Background: an optimization exercise with open tools, aiming at small area and a short achievable clock period. Do not read the settings as production practice. RTL that was checked went through simulation tests only; none was proved equivalent to the original. For run 3, only the layout was checked, not whether the RTL still works. Power and IR drop assume default switching activity.

==> flow/config.mk <==
export PLATFORM = sky130hd
export DESIGN_NAME = filter
export DESIGN_NICKNAME = filter
export VERILOG_FILES = /design/flow/design.v
export SDC_FILE = /design/flow/constraint.sdc
export NUM_CORES = 4
export LEC_CHECK = 0
export ABC_CLOCK_PERIOD_IN_PS = 3000
export CAP_MARGIN = 20
export CORE_MARGIN = 2
export CORE_UTILIZATION = 40
export CTS_BUF_LIST = sky130_fd_sc_hd__clkbuf_16
export CTS_CLUSTER_DIAMETER = 100
export CTS_CLUSTER_SIZE = 25
export SETUP_SLACK_MARGIN = 5
export SLEW_MARGIN = 20
export SYNTH_HIERARCHICAL = 1
==> flow/constraint.sdc <==
create_clock -name core_clock -period 12.5 [get_ports {clock}]
set_input_delay 2.5000 -clock core_clock [delete_from_list [all_inputs] [get_ports {clock}]]
set_output_delay 2.5000 -clock core_clock [all_outputs]
set_load 0.01 [all_outputs]
==> flow/design.v <==
`timescale 1ns / 1ps
module filter(
    clock,
    reset,
    Data_In,
    Data_Out
    );
    input clock,
          reset;
    input  [7:0] Data_In;
    output [16:0] Data_Out;
    reg  [7:0] x1;
    reg  [7:0] x2;
    reg  [7:0] x3;
    reg  [7:0] x4;
    reg  [7:0] x5;
    reg  [7:0] x6;
    reg  [7:0] x7;
    reg  [7:0] x8;
    reg  [7:0] x9;
    reg  [7:0] x10;
    reg  [7:0] x11;
    reg  [7:0] x12;
    reg  [7:0] x13;
    reg  [7:0] x14;
    reg  [7:0] x15;
    reg  [7:0] x16;
    reg  [7:0] x17;
    reg  [7:0] x18;
    reg  [7:0] x19;
    reg  [7:0] x20;
    reg  [7:0] x21;
    reg  [7:0] x22;
    reg  [7:0] x23;
    reg  [7:0] x24;
    reg  [7:0] x25;
    reg  [7:0] x26;
    reg  [7:0] x27;
    reg  [7:0] x28;
    reg  [7:0] x29;
    reg  [7:0] x30;
    reg  [4:0] age;      
    reg  [16:0] S;       
    always @(posedge clock) begin
        x1 <= reset ? 8'd0 : Data_In;
        x2 <= x1;
        x3 <= x2;
        x4 <= x3;
        x5 <= x4;
        x6 <= x5;
        x7 <= x6;
        x8 <= x7;
        x9 <= (reset || age < 5'd8) ? 8'd0 : x8;
        x10 <= reset ? 8'd0 : x9;
        x11 <= reset ? 8'd0 : x10;
        x12 <= reset ? 8'd0 : x11;
        x13 <= reset ? 8'd0 : x12;
        x14 <= reset ? 8'd0 : x13;
        x15 <= reset ? 8'd0 : x14;
        x16 <= reset ? 8'd0 : x15;
        x17 <= reset ? 8'd0 : x16;
        x18 <= reset ? 8'd0 : x17;
        x19 <= reset ? 8'd0 : x18;
        x20 <= reset ? 8'd0 : x19;
        x21 <= x20;
        x22 <= x21;
        x23 <= x22;
        x24 <= x23;
        x25 <= x24;
        x26 <= x25;
        x27 <= x26;
        x28 <= (reset || age < 5'd27) ? 8'd0 : x27;
        x29 <= reset ? 8'd0 : x28;
        x30 <= reset ? 8'd0 : x29;
        if (reset) age <= 5'd0;
        else if (age != 5'd31) age <= age + 5'd1;
    end
    wire s1;
    wire c2;
    wire s4;
    wire c5;
    wire s7;
    wire c8;
    wire s10;
    wire c11;
    wire s13;
    wire c14;
    wire s16;
    wire c17;
    wire s19;
    wire c20;
    wire s22;
    wire c23;
    wire s25;
    wire c26;
    wire s28;
    wire c29;
    wire s31;
    wire c32;
    wire s34;
    wire c35;
    wire s37;
    wire c38;
    wire s40;
    wire c41;
    wire s43;
    wire c44;
    wire s46;
    wire c47;
    wire s49;
    wire c50;
    wire s52;
    wire c53;
    wire s55;
    wire c56;
    wire s58;
    wire c59;
    wire s61;
    wire c62;
    wire s64;
    wire c65;
    wire s67;
    wire c68;
    wire s70;
    wire c71;
    wire n73;
    wire n74;
    wire n75;
    wire n76;
    wire n77;
    wire n78;
    wire n79;
    wire n80;
    wire n81;
    wire s82;
    wire c83;
    wire s85;
    wire c86;
    wire s88;
    wire c89;
    wire s91;
    wire c92;
    wire s94;
    wire c95;
    wire s97;
    wire c98;
    wire s100;
    wire c101;
    wire s103;
    wire c104;
    wire s106;
    wire c107;
    wire s109;
    wire c110;
    wire s112;
    wire c113;
    wire s115;
    wire c116;
    wire s118;
    wire c119;
    wire s121;
    wire c122;
    wire s124;
    wire c125;
    wire s127;
    wire c128;
    wire s130;
    wire c131;
    wire s133;
    wire c134;
    wire s136;
    wire c137;
    wire s139;
    wire c140;
    wire s142;
    wire c143;
    wire s145;
    wire c146;
    wire s148;
    wire c149;
    wire s151;
    wire c152;
    wire s154;
    wire c155;
    wire s157;
    wire c158;
    wire s160;
    wire c161;
    wire s163;
    wire c164;
    wire s166;
    wire c167;
    wire s169;
    wire c170;
    wire s172;
    wire c173;
    wire s175;
    wire c176;
    wire s178;
    wire c179;
    wire s181;
    wire c182;
    wire s184;
    wire c185;
    wire s187;
    wire c188;
    wire s190;
    wire c191;
    wire s193;
    wire c194;
    wire s196;
    wire c197;
    wire s199;
    wire c200;
    wire s202;
    wire c203;
    wire s205;
    wire c206;
    wire s208;
    wire c209;
    wire s211;
    wire c212;
    wire s214;
    wire c215;
    wire s217;
    wire c218;
    wire s220;
    wire c221;
    wire s223;
    wire c224;
    wire s226;
    wire c227;
    wire s229;
    wire c230;
    wire s232;
    wire c233;
    wire s235;
    wire c236;
    wire s238;
    wire c239;
    wire s241;
    wire c242;
    wire s244;
    wire c245;
    wire s247;
    wire c248;
    wire s250;
    wire c251;
    wire s253;
    wire c254;
    wire s256;
    wire c257;
    wire s259;
    wire c260;
    wire s262;
    wire c263;
    wire s265;
    wire c266;
    wire s268;
    wire c269;
    wire s271;
    wire c272;
    wire s274;
    wire c275;
    wire s277;
    wire c278;
    wire s280;
    wire c281;
    wire s283;
    wire c284;
    wire s286;
    wire c287;
    wire s289;
    wire c290;
    wire s292;
    wire c293;
    wire s295;
    wire c296;
    wire s298;
    wire c299;
    wire s301;
    wire c302;
    wire s304;
    wire c305;
    wire s307;
    wire c308;
    wire s310;
    wire c311;
    wire s313;
    wire c314;
    wire s316;
    wire c317;
    wire s319;
    wire c320;
    wire s322;
    wire c323;
    wire s325;
    wire c326;
    wire s328;
    wire c329;
    wire s331;
    wire c332;
    wire s334;
    wire c335;
    wire s337;
    wire c338;
    wire s340;
    wire c341;
    wire s343;
    wire c344;
    wire s346;
    wire c347;
    wire s349;
    wire c350;
    wire s352;
    wire c353;
    wire s355;
    wire c356;
    wire s358;
    wire c359;
    wire s361;
    wire c362;
    wire s364;
    wire c365;
    wire s367;
    wire c368;
    wire s370;
    wire c371;
    wire s373;
    wire c374;
    wire s376;
    wire c377;
    wire s379;
    wire c380;
    wire s382;
    wire c383;
    wire s385;
    wire c386;
    wire s388;
    wire c389;
    wire s391;
    wire c392;
    wire s394;
    wire c395;
    wire s397;
    wire c398;
    wire s400;
    wire c401;
    wire s403;
    wire c404;
    wire s406;
    wire c407;
    wire s409;
    wire c410;
    wire s412;
    wire c413;
    wire s415;
    wire c416;
    wire s418;
    wire c419;
    wire s421;
    wire c422;
    wire s424;
    wire c425;
    wire s427;
    wire c428;
    wire s430;
    wire c431;
    wire s433;
    wire c434;
    wire s436;
    wire c437;
    wire s439;
    wire c440;
    wire s442;
    wire c443;
    wire s445;
    wire c446;
    wire s448;
    wire c449;
    wire s451;
    wire c452;
    wire s454;
    wire c455;
    wire s457;
    wire c458;
    wire s460;
    wire c461;
    wire s463;
    wire c464;
    wire s466;
    wire c467;
    wire s469;
    wire c470;
    wire s472;
    wire c473;
    wire s475;
    wire c476;
    wire s478;
    wire c479;
    wire s481;
    wire c482;
    wire s484;
    wire c485;
    wire s487;
    wire c488;
    wire s490;
    wire c491;
    wire s493;
    wire c494;
    wire s496;
    wire c497;
    wire s499;
    wire c500;
    wire s502;
    wire c503;
    wire s505;
    wire c506;
    wire s508;
    wire c509;
    wire s511;
    wire c512;
    wire s514;
    wire c515;
    wire s517;
    wire c518;
    wire s520;
    wire c521;
    wire s523;
    wire c524;
    wire s526;
    wire c527;
    wire s529;
    wire c530;
    wire s532;
    wire c533;
    wire s535;
    wire c536;
    wire s538;
    wire c539;
    wire s541;
    wire c542;
    wire s544;
    wire c545;
    wire s547;
    wire c548;
    wire s550;
    wire c551;
    wire s553;
    wire c554;
    wire s556;
    wire c557;
    wire s559;
    wire c560;
    wire s562;
    wire c563;
    wire s565;
    wire c566;
    wire s568;
    wire c569;
    wire s571;
    wire c572;
    wire s574;
    wire c575;
    wire s577;
    wire c578;
    wire s580;
    wire c581;
    wire s583;
    wire c584;
    wire s586;
    wire c587;
    wire s589;
    wire c590;
    wire s592;
    wire c593;
    wire s595;
    wire c596;
    wire s598;
    wire c599;
    wire s601;
    wire c602;
    wire s604;
    wire c605;
    wire s607;
    wire c608;
    wire s610;
    wire c611;
    wire s613;
    wire c614;
    wire s616;
    wire c617;
    wire s619;
    wire c620;
    fir_ha u3 (.a(x10[0]), .b(x19[0]), .s(s1), .co(c2));
    fir_fa u6 (.a(x10[1]), .b(x19[1]), .c(c2), .s(s4), .co(c5));
    fir_fa u9 (.a(x10[2]), .b(x19[2]), .c(c5), .s(s7), .co(c8));
    fir_fa u12 (.a(x10[3]), .b(x19[3]), .c(c8), .s(s10), .co(c11));
    fir_fa u15 (.a(x10[4]), .b(x19[4]), .c(c11), .s(s13), .co(c14));
    fir_fa u18 (.a(x10[5]), .b(x19[5]), .c(c14), .s(s16), .co(c17));
    fir_fa u21 (.a(x10[6]), .b(x19[6]), .c(c17), .s(s19), .co(c20));
    fir_fa u24 (.a(x10[7]), .b(x19[7]), .c(c20), .s(s22), .co(c23));
    fir_ha u27 (.a(x11[0]), .b(x18[0]), .s(s25), .co(c26));
    fir_fa u30 (.a(x11[1]), .b(x18[1]), .c(c26), .s(s28), .co(c29));
    fir_fa u33 (.a(x11[2]), .b(x18[2]), .c(c29), .s(s31), .co(c32));
    fir_fa u36 (.a(x11[3]), .b(x18[3]), .c(c32), .s(s34), .co(c35));
    fir_fa u39 (.a(x11[4]), .b(x18[4]), .c(c35), .s(s37), .co(c38));
    fir_fa u42 (.a(x11[5]), .b(x18[5]), .c(c38), .s(s40), .co(c41));
    fir_fa u45 (.a(x11[6]), .b(x18[6]), .c(c41), .s(s43), .co(c44));
    fir_fa u48 (.a(x11[7]), .b(x18[7]), .c(c44), .s(s46), .co(c47));
    fir_ha u51 (.a(x12[0]), .b(x17[0]), .s(s49), .co(c50));
    fir_fa u54 (.a(x12[1]), .b(x17[1]), .c(c50), .s(s52), .co(c53));
    fir_fa u57 (.a(x12[2]), .b(x17[2]), .c(c53), .s(s55), .co(c56));
    fir_fa u60 (.a(x12[3]), .b(x17[3]), .c(c56), .s(s58), .co(c59));
    fir_fa u63 (.a(x12[4]), .b(x17[4]), .c(c59), .s(s61), .co(c62));
    fir_fa u66 (.a(x12[5]), .b(x17[5]), .c(c62), .s(s64), .co(c65));
    fir_fa u69 (.a(x12[6]), .b(x17[6]), .c(c65), .s(s67), .co(c68));
    fir_fa u72 (.a(x12[7]), .b(x17[7]), .c(c68), .s(s70), .co(c71));
    assign n73 = ~s49;
    assign n74 = ~s52;
    assign n75 = ~s55;
    assign n76 = ~s58;
    assign n77 = ~s61;
    assign n78 = ~s64;
    assign n79 = ~s67;
    assign n80 = ~s70;
    assign n81 = ~c71;
    fir_ha u84 (.a(x13[0]), .b(x16[0]), .s(s82), .co(c83));
    fir_fa u87 (.a(x13[1]), .b(x16[1]), .c(c83), .s(s85), .co(c86));
    fir_fa u90 (.a(x13[2]), .b(x16[2]), .c(c86), .s(s88), .co(c89));
    fir_fa u93 (.a(x13[3]), .b(x16[3]), .c(c89), .s(s91), .co(c92));
    fir_fa u96 (.a(x13[4]), .b(x16[4]), .c(c92), .s(s94), .co(c95));
    fir_fa u99 (.a(x13[5]), .b(x16[5]), .c(c95), .s(s97), .co(c98));
    fir_fa u102 (.a(x13[6]), .b(x16[6]), .c(c98), .s(s100), .co(c101));
    fir_fa u105 (.a(x13[7]), .b(x16[7]), .c(c101), .s(s103), .co(c104));
    fir_ha u108 (.a(x14[0]), .b(x15[0]), .s(s106), .co(c107));
    fir_fa u111 (.a(x14[1]), .b(x15[1]), .c(c107), .s(s109), .co(c110));
    fir_fa u114 (.a(x14[2]), .b(x15[2]), .c(c110), .s(s112), .co(c113));
    fir_fa u117 (.a(x14[3]), .b(x15[3]), .c(c113), .s(s115), .co(c116));
    fir_fa u120 (.a(x14[4]), .b(x15[4]), .c(c116), .s(s118), .co(c119));
    fir_fa u123 (.a(x14[5]), .b(x15[5]), .c(c119), .s(s121), .co(c122));
    fir_fa u126 (.a(x14[6]), .b(x15[6]), .c(c122), .s(s124), .co(c125));
    fir_fa u129 (.a(x14[7]), .b(x15[7]), .c(c125), .s(s127), .co(c128));
    fir_fa u132 (.a(x1[0]), .b(x28[0]), .c(x30[0]), .s(s130), .co(c131));
    fir_fa u135 (.a(s25), .b(s82), .c(s106), .s(s133), .co(c134));
    fir_fa u138 (.a(1'b1), .b(x1[1]), .c(x28[1]), .s(s136), .co(c137));
    fir_fa u141 (.a(x29[0]), .b(x30[1]), .c(x30[0]), .s(s139), .co(c140));
    fir_fa u144 (.a(n73), .b(c131), .c(s136), .s(s142), .co(c143));
    fir_fa u147 (.a(s139), .b(s28), .c(s85), .s(s145), .co(c146));
    fir_fa u150 (.a(s109), .b(c134), .c(s142), .s(s148), .co(c149));
    fir_fa u153 (.a(s145), .b(s148), .c(Data_In[0]), .s(s151), .co(c152));
    fir_fa u156 (.a(x1[2]), .b(x9[0]), .c(x20[0]), .s(s154), .co(c155));
    fir_fa u159 (.a(x28[2]), .b(x29[1]), .c(x30[2]), .s(s157), .co(c158));
    fir_fa u162 (.a(x30[1]), .b(s1), .c(s25), .s(s160), .co(c161));
    fir_fa u165 (.a(s82), .b(c137), .c(c140), .s(s163), .co(c164));
    fir_fa u168 (.a(s154), .b(s157), .c(s160), .s(s166), .co(c167));
    fir_fa u171 (.a(n74), .b(c143), .c(s163), .s(s169), .co(c170));
    fir_fa u174 (.a(c146), .b(s31), .c(s88), .s(s172), .co(c173));
    fir_fa u177 (.a(s112), .b(s166), .c(c149), .s(s175), .co(c176));
    fir_fa u180 (.a(s169), .b(s172), .c(s175), .s(s178), .co(c179));
    fir_fa u183 (.a(s178), .b(Data_In[1]), .c(c152), .s(s181), .co(c182));
    fir_fa u186 (.a(x1[3]), .b(x9[1]), .c(x20[1]), .s(s184), .co(c185));
    fir_fa u189 (.a(x28[3]), .b(x29[2]), .c(x30[3]), .s(s187), .co(c188));
    fir_fa u192 (.a(x30[2]), .b(s1), .c(s106), .s(s190), .co(c191));
    fir_fa u195 (.a(c155), .b(c158), .c(s184), .s(s193), .co(c194));
    fir_fa u198 (.a(s187), .b(s4), .c(s28), .s(s196), .co(c197));
    fir_fa u201 (.a(s85), .b(c161), .c(s190), .s(s199), .co(c200));
    fir_fa u204 (.a(c164), .b(s193), .c(s196), .s(s202), .co(c203));
    fir_fa u207 (.a(c167), .b(s199), .c(n75), .s(s205), .co(c206));
    fir_fa u210 (.a(c170), .b(s34), .c(s91), .s(s208), .co(c209));
    fir_fa u213 (.a(s115), .b(c173), .c(s202), .s(s211), .co(c212));
    fir_fa u216 (.a(s205), .b(c176), .c(s208), .s(s214), .co(c215));
    fir_fa u219 (.a(s211), .b(c179), .c(s214), .s(s217), .co(c218));
    fir_fa u222 (.a(Data_In[2]), .b(s217), .c(c182), .s(s220), .co(c221));
    fir_fa u225 (.a(x1[4]), .b(x9[2]), .c(x20[2]), .s(s223), .co(c224));
    fir_fa u228 (.a(x28[4]), .b(x29[3]), .c(x30[4]), .s(s226), .co(c227));
    fir_fa u231 (.a(x30[3]), .b(s25), .c(c185), .s(s229), .co(c230));
    fir_fa u234 (.a(c188), .b(s223), .c(s226), .s(s232), .co(c233));
    fir_fa u237 (.a(s4), .b(s109), .c(c191), .s(s235), .co(c236));
    fir_fa u240 (.a(c194), .b(s229), .c(s232), .s(s238), .co(c239));
    fir_fa u243 (.a(c197), .b(s7), .c(s31), .s(s241), .co(c242));
    fir_fa u246 (.a(s88), .b(s235), .c(c200), .s(s244), .co(c245));
    fir_fa u249 (.a(s238), .b(c203), .c(s241), .s(s247), .co(c248));
    fir_fa u252 (.a(n76), .b(c206), .c(s244), .s(s250), .co(c251));
    fir_fa u255 (.a(s37), .b(s94), .c(s118), .s(s253), .co(c254));
    fir_fa u258 (.a(c209), .b(c212), .c(s247), .s(s256), .co(c257));
    fir_fa u261 (.a(s250), .b(c215), .c(s253), .s(s259), .co(c260));
    fir_fa u264 (.a(Data_In[3]), .b(s256), .c(c218), .s(s262), .co(c263));
    fir_fa u267 (.a(s259), .b(s262), .c(c221), .s(s265), .co(c266));
    fir_fa u270 (.a(x1[5]), .b(x9[3]), .c(x20[3]), .s(s268), .co(c269));
    fir_fa u273 (.a(x28[5]), .b(x29[4]), .c(x30[5]), .s(s271), .co(c272));
    fir_fa u276 (.a(x30[4]), .b(s49), .c(s82), .s(s274), .co(c275));
    fir_fa u279 (.a(s106), .b(c224), .c(c227), .s(s277), .co(c278));
    fir_fa u282 (.a(s268), .b(s271), .c(s28), .s(s280), .co(c281));
    fir_fa u285 (.a(s274), .b(c230), .c(c233), .s(s283), .co(c284));
    fir_fa u288 (.a(s277), .b(c236), .c(s7), .s(s286), .co(c287));
    fir_fa u291 (.a(s112), .b(s280), .c(c239), .s(s289), .co(c290));
    fir_fa u294 (.a(s283), .b(s10), .c(s34), .s(s292), .co(c293));
    fir_fa u297 (.a(s91), .b(c242), .c(c245), .s(s295), .co(c296));
    fir_fa u300 (.a(s286), .b(s289), .c(c248), .s(s298), .co(c299));
    fir_fa u303 (.a(s292), .b(n77), .c(c251), .s(s301), .co(c302));
    fir_fa u306 (.a(s295), .b(s40), .c(s97), .s(s304), .co(c305));
    fir_fa u309 (.a(s121), .b(c254), .c(c257), .s(s307), .co(c308));
    fir_fa u312 (.a(s298), .b(Data_In[4]), .c(s301), .s(s310), .co(c311));
    fir_fa u315 (.a(c260), .b(s304), .c(s307), .s(s313), .co(c314));
    fir_fa u318 (.a(s310), .b(c263), .c(s313), .s(s316), .co(c317));
    fir_fa u321 (.a(x1[6]), .b(x9[4]), .c(x20[4]), .s(s319), .co(c320));
    fir_fa u324 (.a(x28[6]), .b(x29[5]), .c(x30[6]), .s(s322), .co(c323));
    fir_fa u327 (.a(x30[5]), .b(c269), .c(c272), .s(s325), .co(c326));
    fir_fa u330 (.a(s319), .b(s322), .c(s52), .s(s328), .co(c329));
    fir_fa u333 (.a(s85), .b(s109), .c(c275), .s(s331), .co(c332));
    fir_fa u336 (.a(c278), .b(s325), .c(c281), .s(s334), .co(c335));
    fir_fa u339 (.a(s31), .b(s328), .c(s331), .s(s337), .co(c338));
    fir_fa u342 (.a(c284), .b(s10), .c(s115), .s(s340), .co(c341));
    fir_fa u345 (.a(c287), .b(s334), .c(s337), .s(s343), .co(c344));
    fir_fa u348 (.a(c290), .b(s13), .c(s37), .s(s346), .co(c347));
    fir_fa u351 (.a(s94), .b(c293), .c(c296), .s(s349), .co(c350));
    fir_fa u354 (.a(s340), .b(s343), .c(c299), .s(s352), .co(c353));
    fir_fa u357 (.a(s346), .b(n78), .c(c302), .s(s355), .co(c356));
    fir_fa u360 (.a(s349), .b(Data_In[5]), .c(s43), .s(s358), .co(c359));
    fir_fa u363 (.a(s100), .b(s124), .c(c305), .s(s361), .co(c362));
    fir_fa u366 (.a(c308), .b(s352), .c(c311), .s(s364), .co(c365));
    fir_fa u369 (.a(s355), .b(s358), .c(s361), .s(s367), .co(c368));
    fir_fa u372 (.a(c314), .b(s364), .c(s367), .s(s370), .co(c371));
    fir_fa u375 (.a(x1[7]), .b(x9[5]), .c(x20[5]), .s(s373), .co(c374));
    fir_fa u378 (.a(x28[7]), .b(x29[6]), .c(x30[7]), .s(s376), .co(c377));
    fir_fa u381 (.a(x30[6]), .b(c320), .c(c323), .s(s379), .co(c380));
    fir_fa u384 (.a(s373), .b(s376), .c(c326), .s(s382), .co(c383));
    fir_fa u387 (.a(s379), .b(c329), .c(c332), .s(s385), .co(c386));
    fir_fa u390 (.a(s55), .b(s88), .c(s112), .s(s388), .co(c389));
    fir_fa u393 (.a(s382), .b(c335), .c(s34), .s(s391), .co(c392));
    fir_fa u396 (.a(s385), .b(c338), .c(s388), .s(s394), .co(c395));
    fir_fa u399 (.a(s13), .b(s118), .c(c341), .s(s397), .co(c398));
    fir_fa u402 (.a(s391), .b(c344), .c(s394), .s(s400), .co(c401));
    fir_fa u405 (.a(s16), .b(s40), .c(s97), .s(s403), .co(c404));
    fir_fa u408 (.a(c347), .b(c350), .c(s397), .s(s406), .co(c407));
    fir_fa u411 (.a(Data_In[6]), .b(s400), .c(c353), .s(s409), .co(c410));
    fir_fa u414 (.a(s403), .b(n79), .c(c356), .s(s412), .co(c413));
    fir_fa u417 (.a(s406), .b(s46), .c(s103), .s(s415), .co(c416));
    fir_fa u420 (.a(s127), .b(c359), .c(c362), .s(s418), .co(c419));
    fir_fa u423 (.a(s409), .b(c365), .c(s412), .s(s421), .co(c422));
    fir_fa u426 (.a(c368), .b(s415), .c(s418), .s(s424), .co(c425));
    fir_fa u429 (.a(s421), .b(c371), .c(s424), .s(s427), .co(c428));
    fir_fa u432 (.a(x9[6]), .b(x20[6]), .c(x29[7]), .s(s430), .co(c431));
    fir_fa u435 (.a(x30[7]), .b(c374), .c(c377), .s(s433), .co(c434));
    fir_fa u438 (.a(s430), .b(c380), .c(s433), .s(s436), .co(c437));
    fir_fa u441 (.a(c383), .b(s436), .c(c386), .s(s439), .co(c440));
    fir_fa u444 (.a(s58), .b(s91), .c(s115), .s(s442), .co(c443));
    fir_fa u447 (.a(c389), .b(s37), .c(c392), .s(s445), .co(c446));
    fir_fa u450 (.a(c395), .b(s439), .c(s442), .s(s448), .co(c449));
    fir_fa u453 (.a(s16), .b(s121), .c(c398), .s(s451), .co(c452));
    fir_fa u456 (.a(s445), .b(c401), .c(s448), .s(s454), .co(c455));
    fir_fa u459 (.a(Data_In[7]), .b(s19), .c(s43), .s(s457), .co(c458));
    fir_fa u462 (.a(s100), .b(c404), .c(c407), .s(s460), .co(c461));
    fir_fa u465 (.a(s451), .b(s454), .c(c47), .s(s463), .co(c464));
    fir_fa u468 (.a(c104), .b(c128), .c(c410), .s(s466), .co(c467));
    fir_fa u471 (.a(s457), .b(n80), .c(c413), .s(s469), .co(c470));
    fir_fa u474 (.a(s460), .b(c416), .c(c419), .s(s472), .co(c473));
    fir_fa u477 (.a(s463), .b(s466), .c(s469), .s(s475), .co(c476));
    fir_fa u480 (.a(c422), .b(s472), .c(c425), .s(s478), .co(c479));
    fir_fa u483 (.a(s475), .b(c428), .c(s478), .s(s481), .co(c482));
    fir_fa u486 (.a(x9[7]), .b(x20[7]), .c(c431), .s(s484), .co(c485));
    fir_fa u489 (.a(c434), .b(s484), .c(c437), .s(s487), .co(c488));
    fir_fa u492 (.a(s487), .b(c440), .c(s61), .s(s490), .co(c491));
    fir_fa u495 (.a(s94), .b(s118), .c(c443), .s(s493), .co(c494));
    fir_fa u498 (.a(s40), .b(c446), .c(c449), .s(s496), .co(c497));
    fir_fa u501 (.a(s490), .b(s493), .c(s19), .s(s499), .co(c500));
    fir_fa u504 (.a(s124), .b(c452), .c(c455), .s(s502), .co(c503));
    fir_fa u507 (.a(s496), .b(s22), .c(s46), .s(s505), .co(c506));
    fir_fa u510 (.a(s103), .b(c458), .c(n81), .s(s508), .co(c509));
    fir_fa u513 (.a(c461), .b(s499), .c(s502), .s(s511), .co(c512));
    fir_fa u516 (.a(c464), .b(c467), .c(s505), .s(s514), .co(c515));
    fir_fa u519 (.a(c470), .b(s508), .c(s511), .s(s517), .co(c518));
    fir_fa u522 (.a(c473), .b(s514), .c(c476), .s(s520), .co(c521));
    fir_fa u525 (.a(s517), .b(c479), .c(s520), .s(s523), .co(c524));
    fir_fa u528 (.a(1'b1), .b(c485), .c(c488), .s(s526), .co(c527));
    fir_fa u531 (.a(s526), .b(s64), .c(s97), .s(s529), .co(c530));
    fir_fa u534 (.a(s121), .b(c491), .c(c494), .s(s532), .co(c533));
    fir_fa u537 (.a(s43), .b(c497), .c(s529), .s(s535), .co(c536));
    fir_fa u540 (.a(s532), .b(c23), .c(c47), .s(s538), .co(c539));
    fir_fa u543 (.a(c104), .b(s22), .c(s127), .s(s541), .co(c542));
    fir_fa u546 (.a(c500), .b(c503), .c(s535), .s(s544), .co(c545));
    fir_fa u549 (.a(c506), .b(s538), .c(c509), .s(s547), .co(c548));
    fir_fa u552 (.a(s541), .b(c512), .c(s544), .s(s550), .co(c551));
    fir_fa u555 (.a(c515), .b(s547), .c(c518), .s(s553), .co(c554));
    fir_fa u558 (.a(s550), .b(c521), .c(s553), .s(s556), .co(c557));
    fir_fa u561 (.a(1'b1), .b(c527), .c(s67), .s(s559), .co(c560));
    fir_fa u564 (.a(s100), .b(s124), .c(c530), .s(s562), .co(c563));
    fir_fa u567 (.a(c533), .b(c23), .c(c128), .s(s565), .co(c566));
    fir_fa u570 (.a(s46), .b(c536), .c(s559), .s(s568), .co(c569));
    fir_fa u573 (.a(s562), .b(c539), .c(c542), .s(s571), .co(c572));
    fir_fa u576 (.a(s565), .b(s568), .c(c545), .s(s574), .co(c575));
    fir_fa u579 (.a(c548), .b(s571), .c(c551), .s(s577), .co(c578));
    fir_fa u582 (.a(s574), .b(c554), .c(s577), .s(s580), .co(c581));
    fir_fa u585 (.a(1'b1), .b(c47), .c(s70), .s(s583), .co(c584));
    fir_fa u588 (.a(s103), .b(s127), .c(c560), .s(s586), .co(c587));
    fir_fa u591 (.a(c563), .b(c566), .c(c569), .s(s589), .co(c590));
    fir_fa u594 (.a(s583), .b(s586), .c(c572), .s(s592), .co(c593));
    fir_fa u597 (.a(s589), .b(c575), .c(s592), .s(s595), .co(c596));
    fir_fa u600 (.a(c578), .b(s595), .c(c581), .s(s598), .co(c599));
    fir_fa u603 (.a(1'b1), .b(c71), .c(c104), .s(s601), .co(c602));
    fir_fa u606 (.a(c128), .b(c584), .c(c587), .s(s604), .co(c605));
    fir_fa u609 (.a(s601), .b(s604), .c(c590), .s(s607), .co(c608));
    fir_fa u612 (.a(c593), .b(s607), .c(c596), .s(s610), .co(c611));
    fir_fa u615 (.a(1'b1), .b(c602), .c(c605), .s(s613), .co(c614));
    fir_fa u618 (.a(s613), .b(c608), .c(c611), .s(s616), .co(c617));
    fir_fa u621 (.a(1'b1), .b(c614), .c(c617), .s(s619), .co(c620));
    wire [16:0] rowA = {1'b1, s619, s616, c599, s598, c557, c524, c482, s481, s427, c317, c266, s265, s220, s181, s151, s130};
    wire [16:0] rowB = {c620, 1'b0, 1'b0, s610, 1'b0, s580, s556, s523, 1'b0, 1'b0, s370, s316, 1'b0, 1'b0, 1'b0, 1'b0, s133};
    wire [16:0] S_next = rowA + rowB;
    always @(posedge clock) begin
        if (reset) S <= 17'd0;
        else       S <= S_next;
    end
    assign Data_Out = S + {Data_In, 1'b0} + Data_In;
endmodule
module fir_fa(input a, input b, input c, output s, output co);
    assign s = a ^ b ^ c;
    assign co = (a & b) | (a & c) | (b & c);
endmodule
module fir_ha(input a, input b, output s, output co);
    assign s = a ^ b;
    assign co = a & b;
endmodule
==> flow/run.sh <==
#!/bin/bash
# synth_recipe.tcl (not shown) runs the flow's synth.tcl, then flattens the netlist and writes it again
# the make line also repeats each setting of config.mk as NAME=value (left out here)
make -C /OpenROAD-flow-scripts/flow DESIGN_CONFIG=/design/flow/config.mk WORK_HOME=/design/flow/orfs CLKGATE_MAP_FILE= SYNTH_SCRIPT=/design/flow/synth_recipe.tcl finish
==> flow_summary.rst, run 1 <==
.. list-table::
   :header-rows: 1

   * - Metric
     - Value
   * - Total power density per cell area
     - 130 mW/mm2
   * - Num CTS Buffers
     - 15
   * - Number of placed instances, taps included
     - 1198
   * - Routability congestion estimate
     - approximately 0.8
   * - Via density per instance
     - ~4.4
   * - Element type at the critical path start
     - primary input
   * - Seq. cell area
     - around 0.0052 mm2
   * - Setup clock skew after layout
     - ~0.029 ns
   * - Overall die area
     - 0.0301 mm2
   * - Fraction of the core area covered by cells at the end of the flow
     - 0.446
   * - Number of max-slew violations in the final report
     - 0
   * - Maximum achievable frequency
     - 135 MHz
   * - Max-cap violations
     - 0
   * - Final count of hold timing violations
     - 0
   * - Cell at the root of the clock tree
     - clkbuf_16
   * - Max Buffers Root-to-Sink
     - 3
   * - Post-layout min period
     - ~7.4 ns
   * - Number of placement rows
     - 62
   * - Largest net degree at the start of global routing
     - slightly below 50
   * - Clk sinks
     - approximately 260
   * - Global-route wire length before repair
     - between 30000 and 40000 um
   * - Synth Area in Simple Gates
     - 0.0990
   * - Share of async-settable or async-resettable flops after synthesis
     - 0
   * - Latest clock arrival within the worst-skew pair
     - 0.49 ns
   * - Average detailed-routed wire length per instance
     - approximately 16 um
   * - Post-synth EDFFs
     - 0
   * - H-tree depth
     - 1
   * - Slew HR
     - 0.450
   * - Critical path type
     - primary input to primary output
   * - Transition time at the pin with the least slew margin
     - 0.822 ns
   * - Area of the mapped netlist
     - roughly 0.012 mm2
   * - Buffers on Ports
     - 26
   * - Total I/O pin count
     - 27
   * - Share of synthesized cell area in full adder, half adder and majority cells
     - 0.388
   * - Post-layout nets
     - 1080
   * - Filler-free cell count of the finished design
     - 1222
   * - Outcome
     - no timing/DRC/antenna violations
   * - Reg with most FFs
     - S
   * - Number of warnings printed during yosys synthesis
     - 7
   * - Number of diodes added for antenna fixing
     - 0
   * - CTS tree
     - built
   * - TNS Setup
     - 0 ns
   * - Number of iterations in the first detailed-routing pass
     - 4
   * - Share of cell area taken by muxes after synthesis
     - 0.00468
   * - Number of inserted filler cells in the final layout
     - 2633
   * - Required time of the critical path
     - about 10 ns
   * - Top Metal Used
     - met4
   * - Final worst setup slack
     - about 5.1 ns
   * - Dominant register cell in the synthesized netlist
     - dfxtp_1
   * - Hold/Removal Path Class
     - register to register
   * - Clock transition at the register clock pins on the worst setup and hold paths after CTS
     - 0.09 ns
   * - Footprint of the multi-input gates
     - a little over 0.006 mm2
   * - Initial antenna violation count
     - 0
   * - VDD IR-drop max
     - ~0.074 mV
   * - Register area share after synthesis
     - 0.456
   * - Synth Area in XOR/XNOR
     - 0.0213
   * - Vias
     - 5382
   * - Initial Util
     - 0.403
   * - Setup slack after placement
     - 4.24 ns
   * - Vertical extent of the die
     - about 170 um
   * - CP max FO
     - 6
   * - Arrival time reported for the critical path endpoint
     - between 4 and 5 ns
   * - Count of final setup violators
     - 0
   * - Core footprint
     - roughly 0.029 mm2
   * - Synth Area in Compound Gates
     - 0.0187
   * - Total power
     - around 0.0017 W
   * - Routed wire length on met2
     - ~9000 um
   * - Number of distinct library cell variants in the gate-level netlist after synthesis
     - 38
   * - Count of unresolved DRC violations after routing
     - 0
   * - Main combinational cell family by area after synthesis
     - adder cells
   * - Total GRT Usage
     - 0.140
   * - Chip Width
     - between 150 and 200 um
   * - Detailed-route wire length
     - ~19000 um
   * - Setup crit end kind
     - primary output
   * - Setup repair after global routing missed its margin
     - true
   * - Mapped Cells
     - around 800
   * - Starting DRC count in detailed routing
     - approximately 250
   * - Share of the clock period used by the worst path after layout
     - 0.595
   * - Number of global-route vias before repair
     - approximately 6000
   * - GR Overflow Total
     - 0
   * - Wire length on met3
     - between 400 and 500 um
   * - Mean instance size in the synthesized netlist
     - roughly 14 um2
   * - Estimated wirelength of the detail-placed design
     - about 16000 um
   * - Layout Area Growth over Synthesis
     - 10.7%
   * - Leak Pwr
     - ~5.7 nW
   * - Share of final-layout standard cells stronger than drive strength 1
     - 0.0680
   * - Number of synthesized register bits
     - ~260
   * - Max reg flops
     - 17
   * - ANT nets after route
     - 0
   * - Routed met1 length
     - 9420 um
[cell usage after synthesis, types with 4 or more instances]
cell / n / share of area
dfxtp_1: 262 / 0.46
and2_1: 17 / 0.0092
nand2_1: 13 / 0.0042
nand3_1: 11 / 0.0048
inv_1: 18 / 0.0059
a21o_1: 4 / 0.0026
and3_1: 5 / 0.0027
xnor2_1: 14 / 0.011
fa_1: 207 / 0.36
clkbuf_1: 14 / 0.0046
ha_1: 26 / 0.028
nor2b_1: 116 / 0.063
nor2_1: 26 / 0.0085
a21oi_1: 13 / 0.0057
xor2_1: 14 / 0.011
[metrics by stage]
stage,hold WS (ns),cell area (um2)
global route,0.332,12700
floorplan,0.310,11500
detailed placement,0.312,12200
global placement,0.310,12200
CTS,0.318,12700
finish,0.320,12700
[what timing repair did]
item,4_1_cts,5_1_grt
endpoints found under the hold margin,0,0
pin swaps,4,12
setup endpoints to repair,13,12
cloned,0,0
hold buffers,0,0
setup buffers,3,3
resized for setup,49,19
[cell families (layout without fill, tap and decap cells)]
| kind of cell | after synthesis | after routing |
|---|---|---|
| other cells | 1 | 7 |
| flops | 262 | 262 |
| simple gates | 199 | 199 |
| compound gates | 33 | 33 |
| mux | 5 | 5 |
| xor+xnor | 28 | 28 |
| fa+ha+maj | 233 | 233 |
| buf+inv | 34 | 71 |
[Yosys stat by module (local to each module, per instance)]
module  cells  times used  area [um2]  flip-flops and latches
filter    591           1        7460                     262
fir_fa      1         199        20.0                       0
fir_ha      1           5        12.5                       0
[layout make-up]
| type | count | share of cell area |
|---|---|---|
| clock buffers | 15 | 0.0295 |
| clock inverters | 3 | 0.00354 |
| inverters | 18 | 0.00530 |
| multi-input cells | 505 | 0.488 |
| flip-flops and latches | 262 | 0.412 |
| well taps | 384 | 0.0377 |
| repair buffers | 35 | 0.0242 |
[layout by cell type (no fill, tap or decap), types with 4 or more instances in the layout]
cell type	count
a21oi_2	4
clkbuf_16	15
conb_1	7
a21o_1	4
nor2b_1	116
nand2_1	12
and2_1	17
ha_1	23
nand3_1	11
xnor2_1	14
fa_1	201
dfxtp_1	262
buf_4	10
and3_1	5
a21oi_1	10
inv_1	17
xor2_1	14
fa_2	6
clkdlybuf4s15_2	6
nor2_1	26
clkdlybuf4s50_1	5
[routing by layer]
metal / vias up / GRT usage
li1: 2554 / -
met1: 2771 / 0.208
met2: 36 / 0.221
met3: 21 / 0.0193
met4: 0 / 0.0312
met5: - / 0
[worst paths after layout]
kind | startpoint | end | slack [ns] | depth (start not counted)
max | Data_In[4] | Data_Out[8] | 5.07 | 11
min reg2reg | x6[5] | x7[5] | 0.32 | 0
min | x6[5] | x7[5] | 0.32 | 0
max reg2reg | x14[0] | S[16] | 5.26 | 18
[worst max-delay path, cell delays in order]
cell and delay (ns):
clkdlybuf4s15_2 0.24, fa_1 0.54, ha_4 0.32, nand3_1 0.08, o211ai_1 0.33, buf_4 0.18
buf_4 0.10, nor4_1 0.03, nor3_1 0.21, xor2_1 0.16, clkdlybuf4s15_1 0.25
[report_power, final]
part / switching [W] / leakage (nW) / internal (W) / total [W]
Clock: 0.000269 / 0.206 / 0.000224 / 0.000494
Sequential: 0.0000110 / 2.13 / 0.000857 / 0.000868
Combinational: 0.000151 / 3.41 / 0.000146 / 0.000296
==> inputs of run 2 (changes only) <==
--- a/flow/config.mk
+++ b/flow/config.mk
@@ -11,5 +11,5 @@
 export CORE_UTILIZATION = 40
-export CTS_BUF_LIST = sky130_fd_sc_hd__clkbuf_16
-export CTS_CLUSTER_DIAMETER = 100
-export CTS_CLUSTER_SIZE = 25
+export CTS_BUF_LIST = sky130_fd_sc_hd__clkbuf_8
+export CTS_CLUSTER_DIAMETER = 60
+export CTS_CLUSTER_SIZE = 14
 export SETUP_SLACK_MARGIN = 5
==> run 2 against run 1 <==
Largest power group unchanged. Non-clock buffer count is the same. Count of clock-buffer cells in the layout grew 10. Design area down 0.14%. Largest cell class unchanged. Still clean on timing, DRC and antenna.
==> flow_summary.rst, run 2 <==
.. list-table::
   :header-rows: 1

   * - Metric
     - Value
   * - Hold-critical path endpoint
     - x24[5]
   * - Top post-synthesis cells by area
     - dfxtp_1, fa_1, nor2b_1
   * - Estimated wirelength of the detail-placed design
     - 15600 um (unchanged)
   * - Number of warnings printed during yosys synthesis
     - 7 (unchanged)
   * - Cell depth of the worst flop-to-flop path
     - 18 (unchanged)
   * - Total I/O pin count
     - 27 (unchanged)
   * - Required time of the critical path
     - 10.00 ns (about the same)
   * - ANT nets after route
     - 0 (unchanged)
   * - GR Overflow Total
     - 0 (unchanged)
   * - Max Buffers Root-to-Sink
     - 3 (unchanged)
   * - Chip Width
     - 174 um (unchanged)
   * - VDD IR-drop max
     - 0.0846 mV (+15%)
   * - Clock transition at the register clock pins on the worst setup and hold paths after CTS
     - 0.09 ns (about the same)
   * - Cell at the root of the clock tree
     - clkbuf_8
   * - Main combinational cell family by area after synthesis
     - adder cells
   * - Mapped Cells
     - 795 (unchanged)
   * - Latest clock arrival within the worst-skew pair
     - 0.55 ns (+0.06 ns)
   * - Hold/Removal Path Class
     - register to register
   * - Largest net degree at the start of global routing
     - 49 (unchanged)
   * - Placed inst area
     - 0.0122 mm2 (unchanged)
   * - Detailed-route wire length
     - 19400 um (+1.0%)
   * - Synth Area in Simple Gates
     - 0.0990 (unchanged)
   * - Buffers on Ports
     - 26 (unchanged)
   * - Share of cell area taken by muxes after synthesis
     - 0.00468 (unchanged)
   * - Mean instance size in the synthesized netlist
     - 14.5 um2 (unchanged)
   * - Hold path startpoint
     - x23[5]
   * - Dominant register cell in the synthesized netlist
     - dfxtp_1
   * - Count of final setup violators
     - 0 (unchanged)
   * - Leading area contributor after synthesis
     - dfxtp_1
   * - Setup clock skew after layout
     - 0.0217 ns (-0.00775 ns)
   * - Leading cell types in the layout, fill and taps excluded
     - dfxtp_1, fa_1, nor2b_1
   * - Reg-to-Reg Start
     - x10[0]
   * - CTS tree
     - built
   * - Initial antenna violation count
     - 0 (unchanged)
   * - Most instantiated cells after synthesis
     - dfxtp_1, fa_1, nor2b_1
   * - Vias
     - 5470 (+1.6%)
   * - Post-synth EDFFs
     - 0 (unchanged)
   * - Global-route wire length before repair
     - 33300 um (+0.92%)
   * - Number of distinct library cell variants in the gate-level netlist after synthesis
     - 38 (unchanged)
   * - Num CTS Buffers
     - 24 (+9)
   * - Synth Area in XOR/XNOR
     - 0.0213 (unchanged)
   * - Routability congestion estimate
     - 0.801 (unchanged)
   * - Vertical extent of the die
     - 174 um (unchanged)
   * - Initial Util
     - 0.403 (unchanged)
   * - Via density per instance
     - 4.43 (+0.65%)
   * - Share of async-settable or async-resettable flops after synthesis
     - 0 (unchanged)
   * - Share of final-layout standard cells stronger than drive strength 1
     - 0.0835 (+0.0155)
   * - Share of synthesized cell area in full adder, half adder and majority cells
     - 0.388 (unchanged)
   * - Average detailed-routed wire length per instance
     - 15.7 um (about the same)
   * - Depth of the worst hold-timing path
     - 0 (unchanged)
   * - Worst R2R Setup Slack
     - 5.29 ns (+0.03 ns)
   * - Yosys top cell area share
     - 0.456 (unchanged)
   * - Post-layout min period
     - 7.43 ns (-0.00919 ns)
   * - Min Hold Slack
     - 0.325 ns (+0.00512 ns)
   * - Design area
     - 0.0127 mm2 (-0.14%)
   * - Share of the clock period used by the worst path after layout
     - 0.594 (-0.000735)
   * - Total GRT Usage
     - 0.141 (+0.000805)
   * - Max reg flops
     - 17 (unchanged)
   * - Setup crit end kind
     - primary output
   * - Max-cap violations
     - 0 (unchanged)
   * - H-tree depth
     - 1 (unchanged)
   * - Number of inserted filler cells in the final layout
     - 2632 (-0.038%)
   * - Element type at the critical path start
     - primary input
   * - Register area share after synthesis
     - 0.456 (unchanged)
   * - Leak Pwr
     - 5.73 nW (-0.24%)
   * - Total power density per cell area
     - 128 mW/mm2 (-2.0%)
   * - TNS Setup
     - 0 ns (unchanged)
   * - Post-layout nets
     - 1089 (+0.83%)
   * - Overall die area
     - 0.0301 mm2 (unchanged)
   * - Transition time at the pin with the least slew margin
     - 0.853 ns (+0.0312 ns)
   * - Number of diodes added for antenna fixing
     - 0 (unchanged)
   * - Slew HR
     - 0.429 (-0.0208)
   * - Fraction of the core area covered by cells at the end of the flow
     - 0.446 (-0.000614)
   * - Number of global-route vias before repair
     - 6098 (+1.7%)
   * - Clk sinks
     - 262 (unchanged)
   * - Number of synthesized register bits
     - 262 (unchanged)
   * - Number of placement rows
     - 62 (unchanged)
   * - Core footprint
     - 0.0285 mm2 (unchanged)
   * - Terminus of the critical flop-to-flop path
     - S[16]
   * - Outcome
     - no timing/DRC/antenna violations
   * - Arrival time reported for the critical path endpoint
     - 4.93 ns (about the same)
   * - Total power
     - 0.00162 W (-2.1%)
   * - Critical path type
     - primary input to primary output
   * - Layout Area Growth over Synthesis
     - 10.6%
   * - CP max FO
     - 5 (-1)
   * - Setup repair after global routing missed its margin
     - true
   * - Starting DRC count in detailed routing
     - 253 (+3.3%)
   * - Number of iterations in the first detailed-routing pass
     - 4 (unchanged)
   * - Leading cell type in the layout, fill and taps excluded
     - dfxtp_1
   * - Final count of hold timing violations
     - 0 (unchanged)
   * - Area of the mapped netlist
     - 0.0115 mm2 (unchanged)
   * - Reg with most FFs
     - S
   * - Synth Area in Compound Gates
     - 0.0187 (unchanged)
   * - Count of unresolved DRC violations after routing
     - 0 (unchanged)
   * - Leading cell type by number of instances after synthesis
     - dfxtp_1
   * - Maximum achievable frequency
     - 135 MHz (+0.12%)
   * - Number of max-slew violations in the final report
     - 0 (unchanged)
==> run 2: cell counts after synthesis <==
No cell type changed its count.
==> run 2: repair_timing <==
action / in CTS / in global routing
endpoints found under the setup margin: 13 / 12
pin swaps: 4 / 10
gates resized for setup: 49 / 18
endpoints found under the hold margin: 0 / 0
setup buffers: 3 / 3
hold buffers: 0 / 0
==> run 2: modules after synthesis (local to each module, per instance) <==
module  flip-flops and latches  copies in the design  cells  cell area, um2
filter                     262                     1    591            7460
fir_fa                       0                   199      1            20.0
fir_ha                       0                     5      1            12.5
==> run 2: report_power, final <==
group / leakage, nW / internal, W / switching (W) / total (W)
sequential: 2.13 / 0.000856 / 0.0000112 / 0.000867
clock: 0.197 / 0.000185 / 0.000268 / 0.000453
combinational: 3.40 / 0.000149 / 0.000153 / 0.000302
==> run 2: kinds of logic after synthesis <==
kind of cell,after synthesis
and+or+nand+nor,199
DFF,262
other,1
xor gates and xnor gates,28
adders and majority gates,233
AOI/OAI and AO/OA,33
muxes,5
buffers and inverters,34
==> run 2: how the worst max path moves through the flow <==
| stage | startpoint | endpoint | cells after the start |
|---|---|---|---|
| 2_1_floorplan | Data_In[0] | Data_Out[11] | 10 |
| 3_3_place_gp | Data_In[1] | Data_Out[11] | 12 |
| 3_5_place_dp | Data_In[1] | Data_Out[11] | 12 |
| 4_1_cts | Data_In[3] | Data_Out[6] | 10 |
| 5_1_grt | Data_In[3] | Data_Out[10] | 9 |
| 6_report | Data_In[3] | Data_Out[10] | 9 |
==> run 2: worst max-delay path: stages <==
cell             delay, ns
clkdlybuf4s15_2       0.24
fa_1                  0.52
ha_4                  0.32
nand3_1               0.08
o211ai_1              0.32
nand2_2               0.15
nand2_1               0.11
xor2_1                0.14
clkdlybuf4s50_1       0.55
==> run 2: per-layer routing <==
metal / track usage / wire length (um)
met4: 0.0368 / 418
met2: 0.221 / 9220
met3: 0.0204 / 425
met1: 0.208 / 9340
met5: 0 / 0
==> run 2: area by class of cell <==
| cell class | instances | area [um2] | share of cell area |
|---|---|---|---|
| multi-input cells | 505 | 6250 | 0.491 |
| flip-flops and latches | 262 | 5250 | 0.412 |
| well taps | 384 | 480 | 0.0378 |
| clock buffers | 25 | 344 | 0.0270 |
| repair buffers | 35 | 302 | 0.0237 |
| inverters | 18 | 67.6 | 0.00531 |
| clock inverters | 5 | 38.8 | 0.00305 |
==> run 2: through the flow <==
| step | std cells | setup slack [ns] |
|---|---|---|
| after floorplan | 801 | 5.48 |
| after global placement | 1198 | 4.27 |
| after detailed placement | 1198 | 4.24 |
| after CTS | 1231 | 5.00 |
| after global routing | 1234 | 4.95 |
| final | 1234 | 5.07 |
==> inputs of run 3 (changes only) <==
--- a/flow/design.v
+++ b/flow/design.v
@@ -714,3 +714,57 @@
     end
-    assign Data_Out = S + {Data_In, 1'b0} + Data_In;
+    wire [9:0] oa, ob;
+    assign oa[0] = S[0] ^ Data_In[0];
+    assign ob[0] = 1'b0;
+    assign ob[1] = S[0] & Data_In[0];
+    genvar gi;
+    generate for (gi = 1; gi < 8; gi = gi + 1) begin : csa
+        assign oa[gi] = S[gi] ^ Data_In[gi] ^ Data_In[gi-1];
+        assign ob[gi+1] = (S[gi] & Data_In[gi]) | (S[gi] & Data_In[gi-1]) | (Data_In[gi] & Data_In[gi-1]);
+    end endgenerate
+    assign oa[8] = S[8] ^ Data_In[7];
+    assign oa[9] = S[9];
+    assign ob[9] = S[8] & Data_In[7];
+    wire [9:0] g = oa & ob;
+    wire [9:0] p = oa ^ ob;
+    wire G0_2 = g[2] | (p[2] & g[1]);
+    wire P0_2 = p[2] & p[1];
+    wire G0_4 = g[4] | (p[4] & g[3]);
+    wire P0_4 = p[4] & p[3];
+    wire G0_6 = g[6] | (p[6] & g[5]);
+    wire P0_6 = p[6] & p[5];
+    wire G0_8 = g[8] | (p[8] & g[7]);
+    wire P0_8 = p[8] & p[7];
+    wire G1_3 = g[3] | (p[3] & G0_2);
+    wire P1_3 = p[3] & P0_2;
+    wire G1_4 = G0_4 | (P0_4 & G0_2);
+    wire P1_4 = P0_4 & P0_2;
+    wire G1_7 = g[7] | (p[7] & G0_6);
+    wire P1_7 = p[7] & P0_6;
+    wire G1_8 = G0_8 | (P0_8 & G0_6);
+    wire P1_8 = P0_8 & P0_6;
+    wire G2_5 = g[5] | (p[5] & G1_4);
+    wire P2_5 = p[5] & P1_4;
+    wire G2_6 = G0_6 | (P0_6 & G1_4);
+    wire P2_6 = P0_6 & P1_4;
+    wire G2_7 = G1_7 | (P1_7 & G1_4);
+    wire P2_7 = P1_7 & P1_4;
+    wire G2_8 = G1_8 | (P1_8 & G1_4);
+    wire P2_8 = P1_8 & P1_4;
+    wire G3_9 = g[9] | (p[9] & G2_8);
+    wire P3_9 = p[9] & P2_8;
+    wire [10:0] cy;   
+    assign cy[1:0] = 2'b00;
+    assign cy[2] = g[1];
+    assign cy[3] = G0_2;
+    assign cy[4] = G1_3;
+    assign cy[5] = G1_4;
+    assign cy[6] = G2_5;
+    assign cy[7] = G2_6;
+    assign cy[8] = G2_7;
+    assign cy[9] = G2_8;
+    assign cy[10] = G3_9;
+    assign Data_Out[0] = oa[0];
+    assign Data_Out[9:1] = p[9:1] ^ cy[9:1];
+    wire [6:0] hi_inc = S[16:10] + 7'd1;
+    assign Data_Out[16:10] = cy[10] ? hi_inc : S[16:10];
 endmodule
--- a/flow/config.mk
+++ b/flow/config.mk
@@ -7,3 +7,2 @@
 export LEC_CHECK = 0
-export ABC_CLOCK_PERIOD_IN_PS = 3000
 export CAP_MARGIN = 20
@@ -11,5 +10,3 @@
 export CORE_UTILIZATION = 40
-export CTS_BUF_LIST = sky130_fd_sc_hd__clkbuf_8
-export CTS_CLUSTER_DIAMETER = 60
-export CTS_CLUSTER_SIZE = 14
+export CTS_BUF_LIST = sky130_fd_sc_hd__clkbuf_4
 export SETUP_SLACK_MARGIN = 5
==> run 3 against run 2 <==
Still clean on timing, DRC and antenna. Flip-flop and latch count did not move. Maximum frequency decreased by 6.1%. Core utilization increased by 1.9 points. Synthesized area is 0.42% lower. Clock skew grew 0.028 ns. Critical endpoint is now Data_Out[16]. Largest power group unchanged.
==> flow_summary.rst, run 3 <==
.. list-table::
   :header-rows: 1

   * - Metric
     - Value
   * - Dominant register cell in the synthesized netlist
     - dfxtp_1
   * - Number of placement rows
     - 61 (-1.6%)
   * - Final worst setup slack
     - 4.59 ns (-0.483 ns)
   * - Filler-free cell count of the finished design
     - 1289 (+4.5%)
   * - Arrival time reported for the critical path endpoint
     - 5.41 ns (+0.48 ns)
   * - Vias
     - 5562 (+1.7%)
   * - Buffers on Ports
     - 26 (unchanged)
   * - Post-CTS Hold Buffers
     - 0 (unchanged)
   * - Reg with most FFs
     - S
   * - Outcome
     - no timing/DRC/antenna violations
   * - Internal power component
     - 0.00137 W (+15%)
   * - Routed wire length on met2
     - 9170 um (-0.49%)
   * - Placed inst area
     - 0.0122 mm2 (-0.37%)
   * - Area of the mapped netlist
     - 0.0115 mm2 (-0.42%)
   * - Routed met1 length
     - 9080 um (-2.8%)
   * - Top Metal Used
     - met4
   * - Overall die area
     - 0.0300 mm2 (-0.41%)
   * - H-tree depth
     - 3 (+2)
   * - Cell depth of the worst flop-to-flop path
     - 17 (-1)
   * - Leading cell type by number of instances after synthesis
     - dfxtp_1
   * - Switch share
     - 0.254 (-0.0124)
   * - Share of final-layout standard cells stronger than drive strength 1
     - 0.157 (+0.0736)
   * - Footprint of the multi-input gates
     - 0.00612 mm2 (-2.1%)
   * - Count of unresolved DRC violations after routing
     - 0 (unchanged)
   * - Clk sinks
     - 262 (unchanged)
   * - Number of iterations in the first detailed-routing pass
     - 4 (unchanged)
   * - Post-layout nets
     - 1111 (+2.0%)
   * - Initial Util
     - 0.409 (+0.00598)
   * - Layout Area Growth over Synthesis
     - 13.6%
   * - Maximum achievable frequency
     - 126 MHz (-6.1%)
   * - Starting DRC count in detailed routing
     - 170 (-33%)
   * - Mean instance size in the synthesized netlist
     - 14.8 um2 (+2.3%)
   * - Chip Width
     - 173 um (-0.21%)
   * - Initial antenna violation count
     - 1 (+1)
   * - Leak Pwr
     - 5.96 nW (+3.9%)
   * - Top post-synthesis cells by area
     - dfxtp_1, fa_1, nor2b_1
   * - Max-cap violations
     - 0 (unchanged)
   * - ANT nets after route
     - 0 (unchanged)
   * - Hold/Removal Path Class
     - register to register
   * - Num CTS Buffers
     - 67 (+180%)
   * - Number of max-slew violations in the final report
     - 0 (unchanged)
   * - Vertical extent of the die
     - 173 um (-0.21%)
   * - Detailed-route wire length
     - 19300 um (-0.28%)
   * - GR Overflow Total
     - 0 (unchanged)
   * - Estimated wirelength of the detail-placed design
     - 15200 um (-2.5%)
   * - VDD IR-drop max
     - 0.0928 mV (+9.7%)
   * - Most instantiated cells after synthesis
     - dfxtp_1, fa_1, nor2b_1
   * - Average detailed-routed wire length per instance
     - 15.0 um (-4.5%)
   * - Post-layout min period
     - 7.91 ns (+0.483 ns)
   * - Largest incremental delay on the critical path
     - 0.47 ns (-0.08 ns)
   * - Share of power burned in combinational logic
     - 0.136 (-0.050)
   * - Leading cell type in the layout, fill and taps excluded
     - dfxtp_1
   * - Leading area contributor after synthesis
     - dfxtp_1
   * - Cell at the root of the clock tree
     - clkbuf_4
   * - Max Buffers Root-to-Sink
     - 3 (unchanged)
   * - Final count of hold timing violations
     - 0 (unchanged)
   * - Core footprint
     - 0.0280 mm2 (-1.9%)
   * - Setup crit end kind
     - primary output
   * - Setup slack after placement
     - 3.72 ns (-0.522 ns)
   * - Sequential group share of total power
     - 0.474 (-0.061)
   * - Mapped Cells
     - 774 (-2.6%)
   * - Critical path type
     - primary input to primary output
   * - Number of inserted filler cells in the final layout
     - 2559 (-2.8%)
   * - Latest clock arrival within the worst-skew pair
     - 0.67 ns (+0.12 ns)
   * - Slew HR
     - 0.389 (-0.0405)
   * - CTS tree
     - built
   * - Terminus of the critical flop-to-flop path
     - S[16]
   * - Element type at the critical path start
     - primary input
   * - Number of placed instances, taps included
     - 1171 (-2.3%)
   * - Max reg flops
     - 17 (unchanged)
   * - Via density per instance
     - 4.31 (-2.7%)
   * - Required time of the critical path
     - 10.00 ns (about the same)
   * - CP max FO
     - 5 (unchanged)
   * - Routability congestion estimate
     - 0.793 (-0.91%)
   * - Total power
     - 0.00183 W (+13%)
   * - Hold-critical path endpoint
     - x22[2]
   * - TNS Setup
     - 0 ns (unchanged)
   * - Largest net degree at the start of global routing
     - 91 (+86%)
   * - Number of global-route vias before repair
     - 6272 (+2.9%)
   * - Slowest cell on the critical path
     - fa_1
   * - Total power density per cell area
     - 141 mW/mm2 (+10%)
   * - Worst R2R Setup Slack
     - 5.21 ns (-0.08 ns)
   * - Reg-to-Reg Start
     - x12[0]
   * - Count of final setup violators
     - 0 (unchanged)
   * - Clock transition at the register clock pins on the worst setup and hold paths after CTS
     - 0.06 ns (-0.03 ns)
   * - Number of distinct library cell variants in the gate-level netlist after synthesis
     - 41 (+7.9%)
   * - Wire length on met3
     - 648 um (+52%)
   * - Global-route wire length before repair
     - 32900 um (-1.2%)
   * - Design area
     - 0.0130 mm2 (+2.3%)
   * - Cell Chain, Critical Path
     - buf_8 > fa_1 > ha_2 > fa_2 > a21o_1 > a22o_1 > o31a_1 > o21ai_1 > nand2b_1 > fa_2 > nand4_1 > nor2_2 > xor2_1 > buf_2
   * - Register area share after synthesis
     - 0.458 (+0.00194)
   * - Depth of the worst hold-timing path
     - 0 (unchanged)
   * - Setup clock skew after layout
     - 0.0493 ns (+0.0276 ns)
   * - Number of warnings printed during yosys synthesis
     - 7 (unchanged)
   * - Hold path startpoint
     - x21[2]
   * - Yosys top cell area share
     - 0.458 (+0.00194)
   * - Share of power burned in the clock network
     - 0.389 (+0.110)
   * - Share of the clock period used by the worst path after layout
     - 0.633 (+0.0387)
   * - Transition time at the pin with the least slew margin
     - 0.917 ns (+0.0639 ns)
   * - Post-synth EDFFs
     - 0 (unchanged)
   * - Total GRT Usage
     - 0.142 (+0.00113)
   * - Cell repeated most along the worst path
     - fa_2
   * - Share of async-settable or async-resettable flops after synthesis
     - 0 (unchanged)
   * - Leading cell types in the layout, fill and taps excluded
     - dfxtp_1, fa_1, nor2b_1
   * - Number of synthesized register bits
     - 262 (unchanged)
   * - Switching power
     - 0.000465 W (+7.6%)
   * - Setup repair after global routing missed its margin
     - true
   * - Seq. cell area
     - 0.00525 mm2 (unchanged)
   * - Total I/O pin count
     - 27 (unchanged)
## run 3: layout make-up
cell class                 count  share of cell area
tap                          378              0.0363
timing repair buffer          32              0.0201
clock buffer                  92              0.0531
sequential                   262               0.403
antenna                        1            0.000192
inverter                      21             0.00606
clock inverter                21              0.0114
multi-input combinational    482               0.470
## run 3: worst max path at each step
stage	from	endpoint	cells past startpoint
CTS	Data_In[0]	Data_Out[16]	14
global placement	Data_In[1]	Data_Out[15]	14
finish	Data_In[0]	Data_Out[16]	14
detailed placement	Data_In[1]	Data_Out[16]	14
global route	Data_In[0]	Data_Out[16]	14
floorplan	Data_In[0]	Data_Out[15]	12
## run 3: cell families (layout without fill, tap and decap cells)
logic type / Yosys count / after routing / share of synthesized area
fa+ha+maj: 235 / 235 / 0.394
flops: 262 / 262 / 0.458
buf+inv: 36 / 166 / 0.0118
mux: 6 / 6 / 0.00633
compound gates: 24 / 24 / 0.0162
simple gates: 187 / 187 / 0.0958
xor+xnor: 23 / 23 / 0.0176
other cells: 1 / 8 / 0.000327
## run 3: per-module statistics from Yosys (local to each module, per instance)
module  cell area [um2]  flops+latches
fir_ha             12.5              0
fir_fa             20.0              0
filter             7410            262
## run 3: worst max-delay path, delay by kind of cell
family / cells / cell delay, ns
xor+xnor: 1 / 0.15
fa+ha+maj: 4 / 1.44
buf+inv: 2 / 0.24
compound gates: 4 / 0.78
simple gates: 3 / 0.30
## run 3: metrics by stage
step / utilization / hold slack (ns)
finish: 0.465 / 0.292
global route: 0.465 / 0.284
global placement: 0.435 / 0.310
detailed placement: 0.435 / 0.312
CTS: 0.464 / 0.284
floorplan: - / 0.310
## run 3: power by group through the flow
stage / combinational, W / sequential [W] / clock (W)
5_1_grt: 0.000279 / 0.000871 / 0.000788
3_3_place_gp: 0.000255 / 0.000888 / 0
3_5_place_dp: 0.000258 / 0.000888 / 0
6_report: 0.000249 / 0.000868 / 0.000713
2_1_floorplan: 0.000168 / 0.000884 / 0
4_1_cts: 0.000255 / 0.000869 / 0.000747
## run 3: routing by layer
layer  vias up  track usage
li1       2627            -
met1      2831        0.193
met2        74        0.218
met3        30       0.0362
met4         0       0.0593
met5         -            0
## run 3: what timing repair did
action,in CTS,in global routing
setup endpoints to repair,14,13
pin swaps,14,13
setup buffers,3,1
cloned,0,0
endpoints found under the hold margin,0,0
resized for setup,61,8

-- port drivers added, routing unchanged --
In the flow no input, the clock included, has a driving cell. The finished layouts below were timed again as built, in two steps.
Step 1 sets driving cells, clkbuf_16 on the clock port and buf_2 on the other inputs (assumed; they add their load-dependent delay and slew).
Step 2 adds t to the input delays and takes it off the output delays; t is the mean of the earliest and latest rising clock arrival at the registers after step 1. Input paths then give back, and output paths get back, about the clock's delay inside the block.
Slacks: ideal / step 1 / step 2; pairs: ideal / step 1.
run | t (ns) | slack for setup (ns) | worst setup path after step 2
run 1 | 0.525 | 5.066 / 5.046 / 5.046 | input to output
run 2 | 0.580 | 5.075 / 5.054 / 5.054 | input to output
run 3 | 0.684 | 4.591 / 4.551 / 4.551 | input to output
After both steps setup and hold are still met in every run listed. For run 3, which loses most, drivers alone change the setup slack by -0.040 ns; drivers and shift together by -0.040 ns.
